This design comes from an exercise in tuning for small area, a short achievable clock period and few clock cycles on the open sky130 flow, not from production work. Only simulation tests tie the RTL to the original design; equivalence was not proved. No activity file was given, so power comes from the tool's default toggle rates.

==> flow/design.v, too long to show whole: its modules and the start of the top module <==
// module booth: 2602 lines
// module booth_mul: 19 lines
module booth_mul (
    input             CLK ,
    input             RSTn ,
    input      [23:0] m1 ,
    input      [23:0] m2 ,
    input             BREQ ,
    output     [47:0] res ,
    output            BACK
);
  // ...
==> flow/flow/run.sh <==
#!/bin/bash
# The standard layout (standard.sh: ORFS with the standard flow's settings) with two changes:
#  - the ports get plain buffers (buf_2, which the resizer may size up) instead of
#    the delay cells buffer_ports picks on its own;
#  - after the standard synthesis, fa_polarity.py removes inverters between full
#    adders (it flips full adders' polarity, same function and registers), and the
#    netlist is read in again before the floorplan.
set -euo pipefail
A='BUFFER_PORTS_ARGS=-buffer_cell sky130_fd_sc_hd__buf_2'
bash standard.sh "$A" synth > make_synth.log 2>&1
net=orfs/results/$FLOW_PLATFORM/booth_mul/base/1_2_yosys.v
python3 flow/fa_polarity.py "$net" > fa_polarity.log 2>&1
bash standard.sh "$A" do-1_synth > make_synth_odb.log 2>&1
bash standard.sh "$A" finish > make_finish.log 2>&1
==> flow/flow/fa_polarity.py <==
#!/usr/bin/env python3
"""Remove inverters between full adders in a Yosys netlist of sky130hd cells.

FA(~a, ~b, ~c) = (~SUM, ~COUT): a full adder may take all of its inputs inverted if its
outputs are read inverted.  An XOR2/XNOR2 takes its inputs in either polarity and gives
its output in either polarity by becoming the other of the two (same size).  This picks
by local search which full adders to flip and which polarities the XOR2/XNOR2 cells give,
so that the fewest inverters are needed, and rewrites the netlist in place with the same
function and the same registers.  Usage: fa_polarity.py NETLIST
"""
import re
import sys
import random
import collections

path = sys.argv[1]
text = open(path).read()
head_end = text.index('\n  sky130_fd_sc_hd__')
head = text[:head_end + 1]
body = text[head_end + 1:]
tail_idx = body.rindex('endmodule')
tail = body[tail_idx:]
cell_re = re.compile(r'  (\S+) (\S+)\s+\((.*?)\n  \);\n', re.S)
cells = []
for mm in cell_re.finditer(body[:tail_idx]):
    typ, name, pins = mm.group(1), mm.group(2), mm.group(3)
    pl = [[pm.group(1), pm.group(2)] for pm in re.finditer(r'\.(\w+)\((.*?)\)(?=,?\n|,?\s*$)', pins)]
    cells.append({'type': typ, 'name': name, 'pins': pl})
assert len(cells) == len(re.findall(r'^  sky130_fd_sc_hd__\w+ ', body, re.M)), 'netlist parse'
assert len(cells) == body[:tail_idx].count(');\n'), 'netlist parse'
OUTP = {'X', 'Y', 'Q', 'Q_N', 'SUM', 'COUT', 'HI', 'LO'}
ports = set()
for dm in re.finditer(r'^\s*(input|output|inout)\s*(\[\d+:\d+\])?\s*(\S+);', head, re.M):
    rng, nm = dm.group(2), dm.group(3)
    if rng:
        hi, lo = map(int, rng[1:-1].split(':'))
        for i in range(min(hi, lo), max(hi, lo) + 1):
            ports.add('%s[%d]' % (nm, i))
    else:
        ports.add(nm)


def is_fa(c): return re.match(r'sky130_fd_sc_hd__fa_\d+$', c['type']) is not None
def is_x(c): return re.match(r'sky130_fd_sc_hd__x(n)?or2_\d+$', c['type']) is not None
def is_inv(c): return re.match(r'sky130_fd_sc_hd__(clk)?inv_\d+$', c['type']) is not None


FA = [is_fa(c) for c in cells]
XO = [is_x(c) for c in cells]
driver = {}
loads = collections.defaultdict(list)
for ci, c in enumerate(cells):
    for pi, (p, n) in enumerate(c['pins']):
        if p in OUTP:
            driver[n] = (ci, pi)
        else:
            loads[n].append((ci, pi))

groups = []
for n in sorted(set(list(driver.keys()) + list(loads.keys()))):
    if n in driver and is_inv(cells[driver[n][0]]):
        continue
    g = {'root': n, 'loads': [], 'invs': [], 'port': n in ports}
    stack = [(n, 0)]
    while stack:
        net, par = stack.pop()
        for (ci, pi) in loads[net]:
            c = cells[ci]
            if is_inv(c):
                y = dict(c['pins'])['Y']
                g['invs'].append((ci, net, y, par))
                if y in ports:
                    g['port'] = True
                stack.append((y, par ^ 1))
            else:
                g['loads'].append((ci, pi, par))
    d = driver.get(n)
    g['drv'] = d[0] if d is not None and not g['port'] and (FA[d[0]] or XO[d[0]]) else None
    groups.append(g)

flip = [0] * len(cells)     # FA: inputs and outputs inverted; XOR: output inverted


def need(g):
    p = flip[g['drv']] if g['drv'] is not None else 0
    for (ci, pi, par) in g['loads']:
        if XO[ci]:
            continue
        q = par ^ (flip[ci] if FA[ci] else 0)
        if q != p:
            return 1
    return 0


gof = collections.defaultdict(set)
for gi, g in enumerate(groups):
    if g['drv'] is not None:
        gof[g['drv']].add(gi)
    for (ci, pi, par) in g['loads']:
        if FA[ci]:
            gof[ci].add(gi)
vars_ = sorted(gof.keys())
gof = {k: sorted(v) for k, v in gof.items()}


def descend(rng):
    cur = [need(g) for g in groups]
    order = list(vars_)
    for _ in range(100):
        rng.shuffle(order)
        better = False
        for v in order:
            gs = gof[v]
            old = sum(cur[gi] for gi in gs)
            flip[v] ^= 1
            new = [need(groups[gi]) for gi in gs]
            if sum(new) < old or (sum(new) == old and rng.random() < 0.3):
                if sum(new) < old:
                    better = True
                for gi, x in zip(gs, new):
                    cur[gi] = x
            else:
                flip[v] ^= 1
        if not better:
            break
    return sum(cur)


before = sum(need(g) for g in groups)
rng = random.Random(1)
best = None
for trial in range(12):
    for v in vars_:
        flip[v] = 0 if trial == 0 else rng.randint(0, 1)
    cost = descend(rng)
    if best is None or cost < best[0]:
        best = (cost, list(flip))
flip = best[1]
after = best[0]

newnets = []
newcells = []
kill = set()
inpol = collections.defaultdict(dict)     # XOR cell -> pin index -> polarity of what it now reads
cnt = [0]
for gi, g in enumerate(groups):
    p = flip[g['drv']] if g['drv'] is not None else 0
    root = g['root']
    if g['port']:
        # nets that are ports stay as they are; only full adder loads may move
        true_net = {0: root}
        for (ci, net, y, par) in g['invs']:
            true_net.setdefault(par ^ 1, y)
        for (ci, pi, par) in g['loads']:
            if FA[ci] and flip[ci]:
                q = par ^ 1
                if q not in true_net:
                    cnt[0] += 1
                    other = '_polnet%d_' % cnt[0]
                    newnets.append(other)
                    newcells.append('  sky130_fd_sc_hd__inv_1 _polinv%d_ (\n    .A(%s),\n    .Y(%s)\n  );\n' % (cnt[0], root, other))
                    true_net[1] = other
                cells[ci]['pins'][pi][1] = true_net[q]
        continue
    if not g['invs'] and not need(g):
        for (ci, pi, par) in g['loads']:
            if XO[ci]:
                inpol[ci][pi] = par ^ p
        continue
    for (ci, net, y, par) in g['invs']:
        kill.add(ci)
    net_of = {p: root}
    if need(g):
        reuse = [(ci, y) for (ci, net, y, par) in g['invs'] if net == root]
        if reuse:
            ci, y = reuse[0]
            kill.discard(ci)
            other = y
        else:
            cnt[0] += 1
            other = '_polnet%d_' % cnt[0]
            newnets.append(other)
            newcells.append('  sky130_fd_sc_hd__inv_1 _polinv%d_ (\n    .A(%s),\n    .Y(%s)\n  );\n' % (cnt[0], root, other))
        net_of[p ^ 1] = other
    for (ci, pi, par) in g['loads']:
        if XO[ci]:
            cells[ci]['pins'][pi][1] = root
            inpol[ci][pi] = par ^ p
            continue
        q = par ^ (flip[ci] if FA[ci] else 0)
        cells[ci]['pins'][pi][1] = net_of[q]
for ci, c in enumerate(cells):
    if not XO[ci]:
        continue
    k = 1 if 'xnor2' in c['type'] else 0
    k2 = k ^ flip[ci] ^ sum(inpol[ci].values()) % 2
    if k2 != k:
        if k2:
            c['type'] = c['type'].replace('xor2', 'xnor2')
            c['pins'] = [[('Y' if p == 'X' else p), n] for p, n in c['pins']]
        else:
            c['type'] = c['type'].replace('xnor2', 'xor2')
            c['pins'] = [[('X' if p == 'Y' else p), n] for p, n in c['pins']]

out = [head]
for nn in newnets:
    out.append('  wire %s;\n' % nn)
for ci, c in enumerate(cells):
    if ci in kill:
        continue
    pins = ',\n'.join('    .%s(%s)' % (p, n) for p, n in c['pins'])
    out.append('  %s %s (\n%s\n  );\n' % (c['type'], c['name'], pins))
out.extend(newcells)
out.append(tail)
open(path, 'w').write(''.join(out))
ninv = sum(1 for ci, c in enumerate(cells) if is_inv(c) and ci not in kill) + len(newcells)
print('inverters: %d before, %d after; groups needing one: %d before, %d after; %d full adders flipped' % (
    sum(1 for c in cells if is_inv(c)), ninv, before, after, sum(flip[v] for v in vars_ if FA[v])))
==> flow/standard.sh <==
#!/bin/bash
# synth_recipe.tcl (not shown) runs the flow's synth.tcl, then flattens the netlist and writes it again
# the make line also repeats each setting of config.mk as NAME=value (left out here)
make -C /OpenROAD-flow-scripts/flow DESIGN_CONFIG=/design/flow/config.mk WORK_HOME=/design/flow/orfs CLKGATE_MAP_FILE= SYNTH_SCRIPT=/design/flow/synth_recipe.tcl "${@:-finish}"
==> flow/config.mk <==
export PLATFORM = sky130hd
export DESIGN_NAME = booth_mul
export DESIGN_NICKNAME = booth_mul
export VERILOG_FILES = /design/flow/design.v
export SDC_FILE = /design/flow/constraint.sdc
export NUM_CORES = 4
export LEC_CHECK = 0
export ABC_AREA = 1
export CAP_MARGIN = 20
export CORE_MARGIN = 2
export CORE_UTILIZATION = 70
export SETUP_SLACK_MARGIN = 1.75
export SLEW_MARGIN = 20
==> flow/constraint.sdc <==
create_clock -name core_clock -period 6.0 [get_ports {CLK}]
set_input_delay 1.2000 -clock core_clock [delete_from_list [all_inputs] [get_ports {CLK}]]
set_output_delay 1.2000 -clock core_clock [all_outputs]
set_load 0.01 [all_outputs]
==> key figures, run 1 <==
Run status
  • Status: no timing/DRC/antenna violations

Power
  • Flop pwr share: 13.3%
  • Cell Pwr Density: 607 nW/um^2
  • Total power: 9.87 mW
  • Sw Ratio: 50.9%
  • Switching power: just over 5 mW

Cells and area
  • Signal buffers: 155
  • Largest class: multi-input combinational cells
  • Share of cells above drive strength 1: between 10% and 20%
  • Fin util: 75.0%
  • Sequential share of cell area: 12.9%
  • Seq. cell area: 2100 sq um
  • Non-clk invs: 171

Worst setup path
  • Critical Path Start: m2[7]
  • CP Max Fanout: 23

Route
  • Met3 wire length: 5030 um
  • Residual DRC: 0
  • DRT iter0 DRCs: 1594
  • DR WL met2: 19500 um
  • Uppermost routed layer: met4
  • Wl on met1: 17000 um

Placement
  • Dpl cell area: 15700 sq um
  • IO Port Bufs: between 90 and 100

Global route
  • GRT met2 Usage: 59.4%
  • First-pass GRT wire length: between 70000 and 80000 um
  • Met3 global-route usage: roughly 8.6%

STA
  • Fmax: between 200 and 250 MHz
  • Worst-Margin Slew: 1090 ps
  • Setup TNS: 0 ps
  • Final setup violation count: 0

Hold path
  • Worst hold start: BREQ

Yosys
  • Syn_area_per_cell: 9.01 sq um
  • Syn Inst Count: between 1500 and 2000

Floorplanning
  • Height of the die: 152 um

Clocking
  • Cts repair resizes: 18
Testbench counts, summed over its fixed seeds: cycles 32,000.
==> run 2: changes to the inputs <==
--- a/flow/design.v
+++ b/flow/design.v
@@ -1192,91 +1192,65 @@
 wire r1240;
 wire r1241;
 wire r1242;
 wire r1243;
 wire r1244;
 wire r1245;
 wire r1246;
 wire r1247;
-reg q_c710;
-reg q_s591;
-reg q_s711;
-reg q_s595;
-reg q_c712;
-reg q_s713;
-reg q_s599;
-reg q_c714;
-reg q_s715;
-reg q_s603;
-reg q_c716;
-reg q_s717;
-reg q_s607;
-reg q_c718;
-reg q_s719;
-reg q_s611;
-reg q_c720;
-reg q_s721;
-reg q_s615;
-reg q_c722;
-reg q_s723;
-reg q_s619;
-reg q_c724;
-reg q_s725;
-reg q_s623;
-reg q_c726;
-reg q_s727;
-reg q_s627;
-reg q_c728;
-reg q_s729;
-reg q_s631;
-reg q_c730;
-reg q_s731;
-reg q_s635;
-reg q_c732;
-reg q_s733;
-reg q_c636;
-reg q_c734;
-reg q_s735;
-reg q_s643;
-reg q_s737;
-reg q_c736;
-reg q_c644;
-reg q_c738;
-reg q_s739;
-reg q_c648;
-reg q_s741;
-reg q_c740;
-reg q_c652;
-reg q_s743;
-reg q_c742;
-reg q_c656;
-reg q_s745;
-reg q_c744;
 reg q_pp323;
-reg q_c776;
-reg q_s777;
-reg q_c778;
-reg q_s779;
-reg q_c780;
-reg q_s781;
-reg q_c782;
-reg q_s783;
 reg q_c784;
 reg q_s785;
 reg q_c786;
 reg q_s787;
 reg q_c788;
 reg q_s789;
 reg q_c790;
 reg q_s791;
 reg q_c792;
 reg q_s793;
 reg q_c794;
+reg q_s795;
+reg q_c796;
+reg q_s797;
+reg q_c798;
+reg q_s799;
+reg q_c800;
+reg q_s801;
+reg q_c802;
+reg q_s803;
+reg q_c804;
+reg q_s805;
+reg q_c806;
+reg q_s807;
+reg q_c808;
+reg q_s809;
+reg q_c810;
+reg q_s811;
+reg q_c812;
+reg q_s813;
+reg q_c814;
+reg q_s815;
+reg q_c816;
+reg q_s817;
+reg q_c818;
+reg q_s819;
+reg q_s821;
+reg q_c820;
+reg q_c822;
+reg q_s823;
+reg q_s825;
+reg q_c824;
+reg q_s827;
+reg q_c826;
+reg q_s829;
+reg q_c828;
 reg q_s831;
+reg q_c830;
 reg q_s833;
 reg q_c832;
 reg q_c834;
 reg q_s835;
 reg q_s837;
 reg q_c836;
 reg q_s839;
 reg q_c838;
@@ -1287,101 +1261,81 @@
 reg q_s845;
 reg q_c844;
 reg q_s847;
 reg q_c846;
 reg q_s849;
 reg q_c848;
 reg q_c850;
 reg q_pp324;
+reg q_G1003;
+reg q_P1004;
 reg q_G1047;
+reg q_p868;
 reg q_p854;
 reg q_r1201;
 reg q_r1202;
 reg q_r1203;
 reg q_r1204;
 reg q_r1205;
 reg q_r1206;
 reg q_r1207;
+reg q_r1209;
+reg q_r1210;
+reg q_r1211;
 always @(posedge CLK) begin
-	q_c710 <= c710;
-	q_s591 <= s591;
-	q_s711 <= s711;
-	q_s595 <= s595;
-	q_c712 <= c712;
-	q_s713 <= s713;
-	q_s599 <= s599;
-	q_c714 <= c714;
-	q_s715 <= s715;
-	q_s603 <= s603;
-	q_c716 <= c716;
-	q_s717 <= s717;
-	q_s607 <= s607;
-	q_c718 <= c718;
-	q_s719 <= s719;
-	q_s611 <= s611;
-	q_c720 <= c720;
-	q_s721 <= s721;
-	q_s615 <= s615;
-	q_c722 <= c722;
-	q_s723 <= s723;
-	q_s619 <= s619;
-	q_c724 <= c724;
-	q_s725 <= s725;
-	q_s623 <= s623;
-	q_c726 <= c726;
-	q_s727 <= s727;
-	q_s627 <= s627;
-	q_c728 <= c728;
-	q_s729 <= s729;
-	q_s631 <= s631;
-	q_c730 <= c730;
-	q_s731 <= s731;
-	q_s635 <= s635;
-	q_c732 <= c732;
-	q_s733 <= s733;
-	q_c636 <= c636;
-	q_c734 <= c734;
-	q_s735 <= s735;
-	q_s643 <= s643;
-	q_s737 <= s737;
-	q_c736 <= c736;
-	q_c644 <= c644;
-	q_c738 <= c738;
-	q_s739 <= s739;
-	q_c648 <= c648;
-	q_s741 <= s741;
-	q_c740 <= c740;
-	q_c652 <= c652;
-	q_s743 <= s743;
-	q_c742 <= c742;
-	q_c656 <= c656;
-	q_s745 <= s745;
-	q_c744 <= c744;
 	q_pp323 <= pp323;
-	q_c776 <= c776;
-	q_s777 <= s777;
-	q_c778 <= c778;
-	q_s779 <= s779;
-	q_c780 <= c780;
-	q_s781 <= s781;
-	q_c782 <= c782;
-	q_s783 <= s783;
 	q_c784 <= c784;
 	q_s785 <= s785;
 	q_c786 <= c786;
 	q_s787 <= s787;
 	q_c788 <= c788;
 	q_s789 <= s789;
 	q_c790 <= c790;
 	q_s791 <= s791;
 	q_c792 <= c792;
 	q_s793 <= s793;
 	q_c794 <= c794;
+	q_s795 <= s795;
+	q_c796 <= c796;
+	q_s797 <= s797;
+	q_c798 <= c798;
+	q_s799 <= s799;
+	q_c800 <= c800;
+	q_s801 <= s801;
+	q_c802 <= c802;
+	q_s803 <= s803;
+	q_c804 <= c804;
+	q_s805 <= s805;
+	q_c806 <= c806;
+	q_s807 <= s807;
+	q_c808 <= c808;
+	q_s809 <= s809;
+	q_c810 <= c810;
+	q_s811 <= s811;
+	q_c812 <= c812;
+	q_s813 <= s813;
+	q_c814 <= c814;
+	q_s815 <= s815;
+	q_c816 <= c816;
+	q_s817 <= s817;
+	q_c818 <= c818;
+	q_s819 <= s819;
+	q_s821 <= s821;
+	q_c820 <= c820;
+	q_c822 <= c822;
+	q_s823 <= s823;
+	q_s825 <= s825;
+	q_c824 <= c824;
+	q_s827 <= s827;
+	q_c826 <= c826;
+	q_s829 <= s829;
+	q_c828 <= c828;
 	q_s831 <= s831;
+	q_c830 <= c830;
 	q_s833 <= s833;
 	q_c832 <= c832;
 	q_c834 <= c834;
 	q_s835 <= s835;
 	q_s837 <= s837;
 	q_c836 <= c836;
 	q_s839 <= s839;
 	q_c838 <= c838;
@@ -1392,25 +1346,31 @@
 	q_s845 <= s845;
 	q_c844 <= c844;
 	q_s847 <= s847;
 	q_c846 <= c846;
 	q_s849 <= s849;
 	q_c848 <= c848;
 	q_c850 <= c850;
 	q_pp324 <= pp324;
+	q_G1003 <= G1003;
+	q_P1004 <= P1004;
 	q_G1047 <= G1047;
+	q_p868 <= p868;
 	q_p854 <= p854;
 	q_r1201 <= r1201;
 	q_r1202 <= r1202;
 	q_r1203 <= r1203;
 	q_r1204 <= r1204;
 	q_r1205 <= r1205;
 	q_r1206 <= r1206;
 	q_r1207 <= r1207;
+	q_r1209 <= r1209;
+	q_r1210 <= r1210;
+	q_r1211 <= r1211;
 end
 assign one1 = m2[0];
 assign two2 = m2[1] & ~m2[0];
 assign pp3 = (one1 & m1[0]) ^ m2[1];
 assign pp4 = ((one1 & m1[1]) | (two2 & m1[0])) ^ m2[1];
 assign pp5 = ((one1 & m1[2]) | (two2 & m1[1])) ^ m2[1];
 assign pp6 = ((one1 & m1[3]) | (two2 & m1[2])) ^ m2[1];
 assign pp7 = ((one1 & m1[4]) | (two2 & m1[3])) ^ m2[1];
@@ -2196,52 +2156,52 @@
 assign s787 = s575 ^ c702 ^ s703;
 assign c788 = (s575 & c702) | (s703 & (s575 ^ c702));
 assign s789 = s579 ^ c704 ^ s705;
 assign c790 = (s579 & c704) | (s705 & (s579 ^ c704));
 assign s791 = s583 ^ c706 ^ s707;
 assign c792 = (s583 & c706) | (s707 & (s583 ^ c706));
 assign s793 = c708 ^ s587 ^ s709;
 assign c794 = (c708 & s587) | (s709 & (c708 ^ s587));
-assign s795 = q_c710 ^ q_s591 ^ q_s711;
-assign c796 = (q_c710 & q_s591) | (q_s711 & (q_c710 ^ q_s591));
-assign s797 = q_s595 ^ q_c712 ^ q_s713;
-assign c798 = (q_s595 & q_c712) | (q_s713 & (q_s595 ^ q_c712));
-assign s799 = q_s599 ^ q_c714 ^ q_s715;
-assign c800 = (q_s599 & q_c714) | (q_s715 & (q_s599 ^ q_c714));
-assign s801 = q_s603 ^ q_c716 ^ q_s717;
-assign c802 = (q_s603 & q_c716) | (q_s717 & (q_s603 ^ q_c716));
-assign s803 = q_s607 ^ q_c718 ^ q_s719;
-assign c804 = (q_s607 & q_c718) | (q_s719 & (q_s607 ^ q_c718));
-assign s805 = q_s611 ^ q_c720 ^ q_s721;
-assign c806 = (q_s611 & q_c720) | (q_s721 & (q_s611 ^ q_c720));
-assign s807 = q_s615 ^ q_c722 ^ q_s723;
-assign c808 = (q_s615 & q_c722) | (q_s723 & (q_s615 ^ q_c722));
-assign s809 = q_s619 ^ q_c724 ^ q_s725;
-assign c810 = (q_s619 & q_c724) | (q_s725 & (q_s619 ^ q_c724));
-assign s811 = q_s623 ^ q_c726 ^ q_s727;
-assign c812 = (q_s623 & q_c726) | (q_s727 & (q_s623 ^ q_c726));
-assign s813 = q_s627 ^ q_c728 ^ q_s729;
-assign c814 = (q_s627 & q_c728) | (q_s729 & (q_s627 ^ q_c728));
-assign s815 = q_s631 ^ q_c730 ^ q_s731;
-assign c816 = (q_s631 & q_c730) | (q_s731 & (q_s631 ^ q_c730));
-assign s817 = q_s635 ^ q_c732 ^ q_s733;
-assign c818 = (q_s635 & q_c732) | (q_s733 & (q_s635 ^ q_c732));
-assign s819 = q_c636 ^ q_c734 ^ q_s735;
-assign c820 = (q_c636 & q_c734) | (q_s735 & (q_c636 ^ q_c734));
-assign s821 = q_s643 ^ q_s737 ^ q_c736;
-assign c822 = (q_s643 & q_s737) | (q_c736 & (q_s643 ^ q_s737));
-assign s823 = q_c644 ^ q_c738 ^ q_s739;
-assign c824 = (q_c644 & q_c738) | (q_s739 & (q_c644 ^ q_c738));
-assign s825 = q_c648 ^ q_s741 ^ q_c740;
-assign c826 = (q_c648 & q_s741) | (q_c740 & (q_c648 ^ q_s741));
-assign s827 = q_c652 ^ q_s743 ^ q_c742;
-assign c828 = (q_c652 & q_s743) | (q_c742 & (q_c652 ^ q_s743));
-assign s829 = q_c656 ^ q_s745 ^ q_c744;
-assign c830 = (q_c656 & q_s745) | (q_c744 & (q_c656 ^ q_s745));
+assign s795 = c710 ^ s591 ^ s711;
+assign c796 = (c710 & s591) | (s711 & (c710 ^ s591));
+assign s797 = s595 ^ c712 ^ s713;
+assign c798 = (s595 & c712) | (s713 & (s595 ^ c712));
+assign s799 = s599 ^ c714 ^ s715;
+assign c800 = (s599 & c714) | (s715 & (s599 ^ c714));
+assign s801 = s603 ^ c716 ^ s717;
+assign c802 = (s603 & c716) | (s717 & (s603 ^ c716));
+assign s803 = s607 ^ c718 ^ s719;
+assign c804 = (s607 & c718) | (s719 & (s607 ^ c718));
+assign s805 = s611 ^ c720 ^ s721;
+assign c806 = (s611 & c720) | (s721 & (s611 ^ c720));
+assign s807 = s615 ^ c722 ^ s723;
+assign c808 = (s615 & c722) | (s723 & (s615 ^ c722));
+assign s809 = s619 ^ c724 ^ s725;
+assign c810 = (s619 & c724) | (s725 & (s619 ^ c724));
+assign s811 = s623 ^ c726 ^ s727;
+assign c812 = (s623 & c726) | (s727 & (s623 ^ c726));
+assign s813 = s627 ^ c728 ^ s729;
+assign c814 = (s627 & c728) | (s729 & (s627 ^ c728));
+assign s815 = s631 ^ c730 ^ s731;
+assign c816 = (s631 & c730) | (s731 & (s631 ^ c730));
+assign s817 = s635 ^ c732 ^ s733;
+assign c818 = (s635 & c732) | (s733 & (s635 ^ c732));
+assign s819 = c636 ^ c734 ^ s735;
+assign c820 = (c636 & c734) | (s735 & (c636 ^ c734));
+assign s821 = s643 ^ s737 ^ c736;
+assign c822 = (s643 & s737) | (c736 & (s643 ^ s737));
+assign s823 = c644 ^ c738 ^ s739;
+assign c824 = (c644 & c738) | (s739 & (c644 ^ c738));
+assign s825 = c648 ^ s741 ^ c740;
+assign c826 = (c648 & s741) | (c740 & (c648 ^ s741));
+assign s827 = c652 ^ s743 ^ c742;
+assign c828 = (c652 & s743) | (c742 & (c652 ^ s743));
+assign s829 = c656 ^ s745 ^ c744;
+assign c830 = (c656 & s745) | (c744 & (c656 ^ s745));
 assign s831 = c660 ^ s747 ^ c746;
 assign c832 = (c660 & s747) | (c746 & (c660 ^ s747));
 assign s833 = s667 ^ s749 ^ c748;
 assign c834 = (s667 & s749) | (c748 & (s667 ^ s749));
 assign s835 = c668 ^ c750 ^ s751;
 assign c836 = (c668 & c750) | (s751 & (c668 ^ c750));
 assign s837 = c672 ^ s753 ^ c752;
 assign c838 = (c672 & s753) | (c752 & (c672 ^ s753));
@@ -2268,72 +2228,72 @@
 assign g859 = c768 & s769;
 assign p860 = c768 ^ s769;
 assign g861 = c770 & s771;
 assign p862 = c770 ^ s771;
 assign g863 = c772 & s773;
 assign p864 = c772 ^ s773;
 assign g865 = c774 & s775;
 assign p866 = c774 ^ s775;
-assign g867 = q_c776 & q_s777;
-assign p868 = q_c776 ^ q_s777;
-assign g869 = q_c778 & q_s779;
-assign p870 = q_c778 ^ q_s779;
-assign g871 = q_c780 & q_s781;
-assign p872 = q_c780 ^ q_s781;
-assign g873 = q_c782 & q_s783;
-assign p874 = q_c782 ^ q_s783;
+assign g867 = c776 & s777;
+assign p868 = c776 ^ s777;
+assign g869 = c778 & s779;
+assign p870 = c778 ^ s779;
+assign g871 = c780 & s781;
+assign p872 = c780 ^ s781;
+assign g873 = c782 & s783;
+assign p874 = c782 ^ s783;
 assign g875 = q_c784 & q_s785;
 assign p876 = q_c784 ^ q_s785;
 assign g877 = q_c786 & q_s787;
 assign p878 = q_c786 ^ q_s787;
 assign g879 = q_c788 & q_s789;
 assign p880 = q_c788 ^ q_s789;
 assign g881 = q_c790 & q_s791;
 assign p882 = q_c790 ^ q_s791;
 assign g883 = q_c792 & q_s793;
 assign p884 = q_c792 ^ q_s793;
-assign g885 = q_c794 & s795;
-assign p886 = q_c794 ^ s795;
-assign g887 = c796 & s797;
-assign p888 = c796 ^ s797;
-assign g889 = c798 & s799;
-assign p890 = c798 ^ s799;
-assign g891 = c800 & s801;
-assign p892 = c800 ^ s801;
-assign g893 = c802 & s803;
-assign p894 = c802 ^ s803;
-assign g895 = c804 & s805;
-assign p896 = c804 ^ s805;
-assign g897 = c806 & s807;
-assign p898 = c806 ^ s807;
-assign g899 = c808 & s809;
-assign p900 = c808 ^ s809;
-assign g901 = c810 & s811;
-assign p902 = c810 ^ s811;
-assign g903 = c812 & s813;
-assign p904 = c812 ^ s813;
-assign g905 = c814 & s815;
-assign p906 = c814 ^ s815;
-assign g907 = c816 & s817;
-assign p908 = c816 ^ s817;
-assign g909 = c818 & s819;
-assign p910 = c818 ^ s819;
-assign g911 = s821 & c820;
-assign p912 = s821 ^ c820;
-assign g913 = c822 & s823;
-assign p914 = c822 ^ s823;
-assign g915 = s825 & c824;
-assign p916 = s825 ^ c824;
-assign g917 = s827 & c826;
-assign p918 = s827 ^ c826;
-assign g919 = s829 & c828;
-assign p920 = s829 ^ c828;
-assign g921 = q_s831 & c830;
-assign p922 = q_s831 ^ c830;
+assign g885 = q_c794 & q_s795;
+assign p886 = q_c794 ^ q_s795;
+assign g887 = q_c796 & q_s797;
+assign p888 = q_c796 ^ q_s797;
+assign g889 = q_c798 & q_s799;
+assign p890 = q_c798 ^ q_s799;
+assign g891 = q_c800 & q_s801;
+assign p892 = q_c800 ^ q_s801;
+assign g893 = q_c802 & q_s803;
+assign p894 = q_c802 ^ q_s803;
+assign g895 = q_c804 & q_s805;
+assign p896 = q_c804 ^ q_s805;
+assign g897 = q_c806 & q_s807;
+assign p898 = q_c806 ^ q_s807;
+assign g899 = q_c808 & q_s809;
+assign p900 = q_c808 ^ q_s809;
+assign g901 = q_c810 & q_s811;
+assign p902 = q_c810 ^ q_s811;
+assign g903 = q_c812 & q_s813;
+assign p904 = q_c812 ^ q_s813;
+assign g905 = q_c814 & q_s815;
+assign p906 = q_c814 ^ q_s815;
+assign g907 = q_c816 & q_s817;
+assign p908 = q_c816 ^ q_s817;
+assign g909 = q_c818 & q_s819;
+assign p910 = q_c818 ^ q_s819;
+assign g911 = q_s821 & q_c820;
+assign p912 = q_s821 ^ q_c820;
+assign g913 = q_c822 & q_s823;
+assign p914 = q_c822 ^ q_s823;
+assign g915 = q_s825 & q_c824;
+assign p916 = q_s825 ^ q_c824;
+assign g917 = q_s827 & q_c826;
+assign p918 = q_s827 ^ q_c826;
+assign g919 = q_s829 & q_c828;
+assign p920 = q_s829 ^ q_c828;
+assign g921 = q_s831 & q_c830;
+assign p922 = q_s831 ^ q_c830;
 assign g923 = q_s833 & q_c832;
 assign p924 = q_s833 ^ q_c832;
 assign g925 = q_c834 & q_s835;
 assign p926 = q_c834 ^ q_s835;
 assign g927 = q_s837 & q_c836;
 assign p928 = q_s837 ^ q_c836;
 assign g929 = q_s839 & q_c838;
 assign p930 = q_s839 ^ q_c838;
@@ -2439,24 +2399,24 @@
 assign G1035 = G987 | (P988 & G985);
 assign P1036 = P988 & P986;
 assign G1037 = g943 | (p944 & G989);
 assign P1038 = p944 & P990;
 assign G1041 = g859 | (p860 & G995);
 assign G1043 = G949 | (P950 & G995);
 assign G1045 = G997 | (P998 & G995);
 assign G1047 = G999 | (P1000 & G995);
-assign G1049 = g875 | (p876 & G1003);
-assign P1050 = p876 & P1004;
-assign G1051 = G957 | (P958 & G1003);
-assign P1052 = P958 & P1004;
-assign G1053 = G1005 | (P1006 & G1003);
-assign P1054 = P1006 & P1004;
-assign G1055 = G1007 | (P1008 & G1003);
-assign P1056 = P1008 & P1004;
+assign G1049 = g875 | (p876 & q_G1003);
+assign P1050 = p876 & q_P1004;
+assign G1051 = G957 | (P958 & q_G1003);
+assign P1052 = P958 & q_P1004;
+assign G1053 = G1005 | (P1006 & q_G1003);
+assign P1054 = P1006 & q_P1004;
+assign G1055 = G1007 | (P1008 & q_G1003);
+assign P1056 = P1008 & q_P1004;
 assign G1057 = g891 | (p892 & G1011);
 assign P1058 = p892 & P1012;
 assign G1059 = G965 | (P966 & G1011);
 assign P1060 = P966 & P1012;
 assign G1061 = G1013 | (P1014 & G1011);
 assign P1062 = P1014 & P1012;
 assign G1063 = G1015 | (P1016 & G1011);
 assign P1064 = P1016 & P1012;
@@ -2477,20 +2437,20 @@
 assign G1079 = G1031 | (P1032 & G1027);
 assign P1080 = P1032 & P1028;
 assign G1081 = g939 | (p940 & G1035);
 assign P1082 = p940 & P1036;
 assign G1083 = G989 | (P990 & G1035);
 assign P1084 = P990 & P1036;
 assign G1085 = G1037 | (P1038 & G1035);
 assign P1086 = P1038 & P1036;
-assign G1089 = g867 | (p868 & q_G1047);
-assign G1091 = G953 | (P954 & q_G1047);
-assign G1093 = G1001 | (P1002 & q_G1047);
-assign G1095 = G1003 | (P1004 & q_G1047);
+assign G1089 = g867 | (p868 & G1047);
+assign G1091 = G953 | (P954 & G1047);
+assign G1093 = G1001 | (P1002 & G1047);
+assign G1095 = q_G1003 | (q_P1004 & q_G1047);
 assign G1097 = G1049 | (P1050 & q_G1047);
 assign G1099 = G1051 | (P1052 & q_G1047);
 assign G1101 = G1053 | (P1054 & q_G1047);
 assign G1103 = G1055 | (P1056 & q_G1047);
 assign G1105 = g899 | (p900 & G1063);
 assign P1106 = p900 & P1064;
 assign G1107 = G969 | (P970 & G1063);
 assign P1108 = P970 & P1064;
@@ -2553,17 +2513,17 @@
 assign G1197 = G1133 | (P1134 & G1167);
 assign r1201 = pp4 ^ g853;
 assign r1202 = p856 ^ G945;
 assign r1203 = p858 ^ G993;
 assign r1204 = p860 ^ G995;
 assign r1205 = p862 ^ G1041;
 assign r1206 = p864 ^ G1043;
 assign r1207 = p866 ^ G1045;
-assign r1208 = p868 ^ q_G1047;
+assign r1208 = q_p868 ^ q_G1047;
 assign r1209 = p870 ^ G1089;
 assign r1210 = p872 ^ G1091;
 assign r1211 = p874 ^ G1093;
 assign r1212 = p876 ^ G1095;
 assign r1213 = p878 ^ G1097;
 assign r1214 = p880 ^ G1099;
 assign r1215 = p882 ^ G1101;
 assign r1216 = p884 ^ G1103;
@@ -2593,17 +2553,17 @@
 assign r1240 = p932 ^ G1183;
 assign r1241 = p934 ^ G1185;
 assign r1242 = p936 ^ G1187;
 assign r1243 = p938 ^ G1189;
 assign r1244 = p940 ^ G1191;
 assign r1245 = p942 ^ G1193;
 assign r1246 = p944 ^ G1195;
 assign r1247 = 1'b1 ^ G1197;
-assign res = {r1247, r1246, r1245, r1244, r1243, r1242, r1241, r1240, r1239, r1238, r1237, r1236, r1235, r1234, r1233, r1232, r1231, r1230, r1229, r1228, r1227, r1226, r1225, r1224, r1223, r1222, r1221, r1220, r1219, r1218, r1217, r1216, r1215, r1214, r1213, r1212, r1211, r1210, r1209, r1208, q_r1207, q_r1206, q_r1205, q_r1204, q_r1203, q_r1202, q_r1201, q_p854};
+assign res = {r1247, r1246, r1245, r1244, r1243, r1242, r1241, r1240, r1239, r1238, r1237, r1236, r1235, r1234, r1233, r1232, r1231, r1230, r1229, r1228, r1227, r1226, r1225, r1224, r1223, r1222, r1221, r1220, r1219, r1218, r1217, r1216, r1215, r1214, r1213, r1212, q_r1211, q_r1210, q_r1209, r1208, q_r1207, q_r1206, q_r1205, q_r1204, q_r1203, q_r1202, q_r1201, q_p854};
 endmodule
 module booth_mul (
     input             CLK ,
     input             RSTn ,
     input      [23:0] m1 ,
     input      [23:0] m2 ,
     input             BREQ ,
     output     [47:0] res ,
==> flow/run.sh (new file) <==
#!/bin/bash
# synth_recipe.tcl (not shown) runs the flow's synth.tcl, then flattens the netlist and writes it again
# the make line also repeats each setting of config.mk as NAME=value (left out here)
make -C /OpenROAD-flow-scripts/flow DESIGN_CONFIG=/design/flow/config.mk WORK_HOME=/design/flow/orfs CLKGATE_MAP_FILE= SYNTH_SCRIPT=/design/flow/synth_recipe.tcl finish
==> flow/config.mk (replaced) <==
export PLATFORM = sky130hd
export DESIGN_NAME = booth_mul
export DESIGN_NICKNAME = booth_mul
export VERILOG_FILES = /design/flow/design.v
export SDC_FILE = /design/flow/constraint.sdc
export NUM_CORES = 4
export LEC_CHECK = 0
export ABC_AREA = 1
export CAP_MARGIN = 20
export CORE_MARGIN = 2
export CORE_UTILIZATION = 55
export SETUP_SLACK_MARGIN = 1.5
export SLEW_MARGIN = 20
removed: flow/flow/run.sh
removed: flow/flow/fa_polarity.py
removed: flow/standard.sh
==> key figures, run 2 <==
Yosys
  • Post-synth EDFFs: 0
  • Asr flop ratio synth: 0%
  • Dominant cell type by area after synthesis: fa_1
  • Synth top cells by count: inv_1 (348), xor2_1 (300), o22ai_1 (275)
  • Syn Inst Count: 1888 (was 1709)
  • Main flop type after synthesis: dfxtp_1
  • Register area share after synthesis: between 10% and 20%
  • Synth cell types: 33
  • Synth Warn #: 1 (unchanged)
  • Most frequent cell after synthesis: inv_1
  • Syn_area_per_cell: 8.31 sq um (was 9.01 sq um)
  • Share of the synthesized area in the top cell type: between 20% and 30%
  • Synth Cell Area: 15700 sq um (was 15400 sq um)
  • Syn Nets: 2249 (was 2071)
  • #FFs+latches synth: 85
  • Most area-consuming cells after synthesis: fa_1 (29%), xor2_1 (17%), o22ai_1 (11%)

Clocking
  • CTS tree: done (unchanged)
  • Number of CTS-inserted buffers: 9 (unchanged)
  • Clk buf depth: 2 (unchanged)
  • Max H-tree Level: 3 (unchanged)
  • CTS Root Cell: clkbuf_16 (unchanged)
  • Clock slew at reported path FFs: 70 ps (about the same)
  • Clock Sinks: 85 (was 105)

Floorplanning
  • Die area: 29900 sq um (was 23200 sq um)
  • I/O pin count: 100 (unchanged)
  • Starting Density: 56.1% (was 71.0%)
  • DIE WIDTH: 173 um (was 152 um)
  • Core area: 27900 sq um (was 21700 sq um)
  • Height of the die: 173 um (was 152 um)
  • Num rows: 61 (was 54)

Worst setup path
  • Crit start category: input port (unchanged)
  • CP Class: input port to register (unchanged)
  • Worst path required time: 6250 ps (was 6240 ps)
  • Crit. End Element: register (unchanged)
  • CP arrival: 4720 ps (was 4470 ps)
  • CP Max Fanout: 7 (was 23)

Power
  • Comb power frac: 83.0% (was 80.6%)
  • Switching power: 4.80 mW (was 5.03 mW)
  • Leakage: 9.34 nW (was 7.26 nW)
  • Sw Ratio: 49.5% (was 50.9%)
  • Cell Pwr Density: 490 nW/um^2 (was 607 nW/um^2)
  • Peak VDD IR: 0.515 mV (was 0.725 mV)
  • Flop pwr share: 11.3% (was 13.3%)
  • Clk network pwr share: 5.7% (was 6.2%)
  • Internal cell power: 4.89 mW (was 4.84 mW)

STA
  • Final hold vios: 0 (unchanged)
  • Fin crit period: 4470 ps (was 4240 ps)
  • RSZ-0062 raised after global routing: true (unchanged)
  • Rel. slew slack: 43.6% (was 27.3%)
  • Fmax: 224 MHz (was 236 MHz)
  • Final worst path period share: 74.5% (was 70.6%)
  • Slew Limit Fails: 0 (unchanged)
  • Worst-Margin Slew: 837 ps (was 1090 ps)
  • Final hold slack: 1200 ps (was 1010 ps)
  • Setup TNS: 0 ps (unchanged)
  • Final setup violation count: 0 (unchanged)

Route
  • Routed length per instance: 21.5 um (was 22.3 um)
  • Routed vias: 14100 (was 12700)
  • Final wirelength: 51500 um (was 44100 um)
  • Final ANT Viol Nets: 0 (unchanged)
  • Initial DRT Pass Iterations: 8 (was 6)
  • DRT iter0 DRCs: 1432 (was 1594)
  • Vias/cell: 5.88 (was 6.43)
  • Residual DRC: 0 (unchanged)

Run status
  • Status: no timing/DRC/antenna violations (unchanged)

Global route
  • First-pass GRT wire length: 77400 um (was 70100 um)
  • Gr ovfl total: 0 (unchanged)
  • Largest net degree at the start of global routing: 25 (was 28)
  • Total track usage: 33.3% (was 38.6%)
  • Antenna violations before repair: 0 (unchanged)
  • Vias in the first global route: 13900 (was 12900)

Hold path
  • Worst Hold Class: input port to register (unchanged)
  • Hold EP: u_booth.q_p854$_DFF_P_ (was u_booth.busy$_DFF_P_)
  • WHS Path Cells: 2 (was 3)
  • Worst hold start: m2[1] (was BREQ)

Run
  • # Max-Cap Violations: 0 (unchanged)

Cells and area
  • Most frequent cells in the layout: inv_1 (305), xor2_1 (286), fa_1 (218) (was o22ai_1 (275), fa_1 (228), xor2_1 (196))
  • Share of cells above drive strength 1: 22.5% (was 13.7%)
  • Final nets: 2378 (was 2060)
  • Area growth, synth to finish: 25.9% (was 5.60%)
  • Antenna diodes: 0 (unchanged)
  • Most common cell after layout, fill and taps aside: inv_1 (was o22ai_1)
  • Filler cell count: 2221 (was 1603)

Placement
  • IO Port Bufs: 99 (unchanged)
  • GP Congestion: 0.924 (was 0.943)
  • Post-DP HPWL: 34600 um (was 32200 um)
-- run 2: cell type report --
cell class	count	area (sq um)	area share, %
Clock inverter	5	36.3	0.184
Sequential cell	85	1700	8.62
Tap cell	378	473	2.40
Clock buffer	11	233	1.18
Multi-Input combinational cell	1273	12900	65.1
Timing Repair Buffer	289	2970	15.0
Timing Repair inverter	3	20.0	0.101
Inverter	356	1450	7.36
-- run 2: critical path: stages --
cell,delay [ps]
buf_4,130
buf_6,140
inv_8,70
buf_12,100
nand2_8,60
o21ai_4,70
buf_12,160
o22ai_2,80
xor2_1,190
fa_1,580
fa_1,560
inv_1,50
fa_1,370
inv_2,70
fa_1,400
inv_1,80
fa_1,390
-- run 2: power by group through the flow --
| stage | combinational (mW) | sequential, mW | clock (mW) |
|---|---|---|---|
| 4_1_cts | 7.88 | 1.09 | 0.562 |
| 3_5_place_dp | 7.51 | 1.10 | 0 |
| 5_1_grt | 9.15 | 1.11 | 0.581 |
| 3_3_place_gp | 7.31 | 1.10 | 0 |
| 2_1_floorplan | 5.72 | 1.06 | 0 |
| 6_report | 8.04 | 1.09 | 0.556 |
-- run 2: how the worst max path moves through the flow --
stage                     cells after the start    from  slack [ps]                      to
after global routing                         17   m2[3]        1410  u_booth.q_s809$_DFF_P_
after CTS                                    13  m1[20]        1480  u_booth.q_s815$_DFF_P_
after global placement                       15  m2[11]         330  u_booth.q_s811$_DFF_P_
after detailed placement                     15  m2[11]         290  u_booth.q_s811$_DFF_P_
final                                        17   m2[3]        1530  u_booth.q_s809$_DFF_P_
after floorplan                              16   m2[1]        1470  u_booth.q_s803$_DFF_P_
-- run 2: logic make-up after synthesis --
| logic type | count (synthesis) | share of synthesized area, % |
|---|---|---|
| AOI/OAI and AO/OA | 360 | 13.9 |
| DFF | 85 | 10.8 |
| buffers and inverters | 538 | 14.7 |
| xor gates and xnor gates | 309 | 17.3 |
| and+or+nand+nor | 286 | 7.59 |
| adders and majority gates | 310 | 35.6 |
-- run 2: metrics by stage --
stage | utilization [%] | cells | total power, mW | worst slack (ps) | cell area (sq um)
after floorplan | - | 1888 | 6.78 | 1470 | 16000
after global placement | 60.8 | 2269 | 8.41 | 330 | 17000
after detailed placement | 60.8 | 2269 | 8.61 | 293 | 17000
after CTS | 67.4 | 2377 | 9.53 | 1480 | 18800
after global routing | 70.7 | 2400 | 10.9 | 1410 | 19700
final | 70.7 | 2400 | 9.68 | 1530 | 19700
-- run 2: routing by layer --
layer / global-route usage, % / part of all wire [%] / up-vias
li1: - / - / 6231
met1: 45.8 / 40 / 6799
met2: 50.3 / 43 / 887
met3: 8.27 / 11 / 197
met4: 13.6 / 4.9 / 0
met5: 0 / 0 / -
-- run 2: timing repair --
item	4_1_cts	5_1_grt
buffers inserted	82	16
pin swaps	55	85
cloned	10	7
gates resized for setup	198	189
hold buffers	0	0
endpoints found under the setup margin	61	50
Testbench counts of run 2, summed over its fixed seeds: cycles 32,000.

## what the ideal ports hide
Ports are ideal in the flow. The routed layouts listed here were re-timed in OpenROAD. Step 1 sets driving cells, clkbuf_16 on the clock port and buf_2 on the other inputs (assumed; they add their load-dependent delay and slew). Step 2 also shifts input and output timing later by t, the mid clock arrival at the registers, as if the neighbouring blocks saw the same clock. Slacks: no drivers / after step 1 / after step 2; pairs: no drivers / after step 1.
run | shift t [ns] | setup WS [ns] | worst setup path after step 2 | worst data-port slew with drivers (ns)
run 1 | 0.410 | 1.764 / 1.796 / 1.386 | input to register | 0.04
run 2 | 0.414 | 1.527 / 1.555 / 1.140 | input to register | 0.05
After both steps setup and hold are still met in every run listed. The setup slack of run 2, which loses most, moves by +0.028 ns with the drivers and by -0.387 ns with both steps.
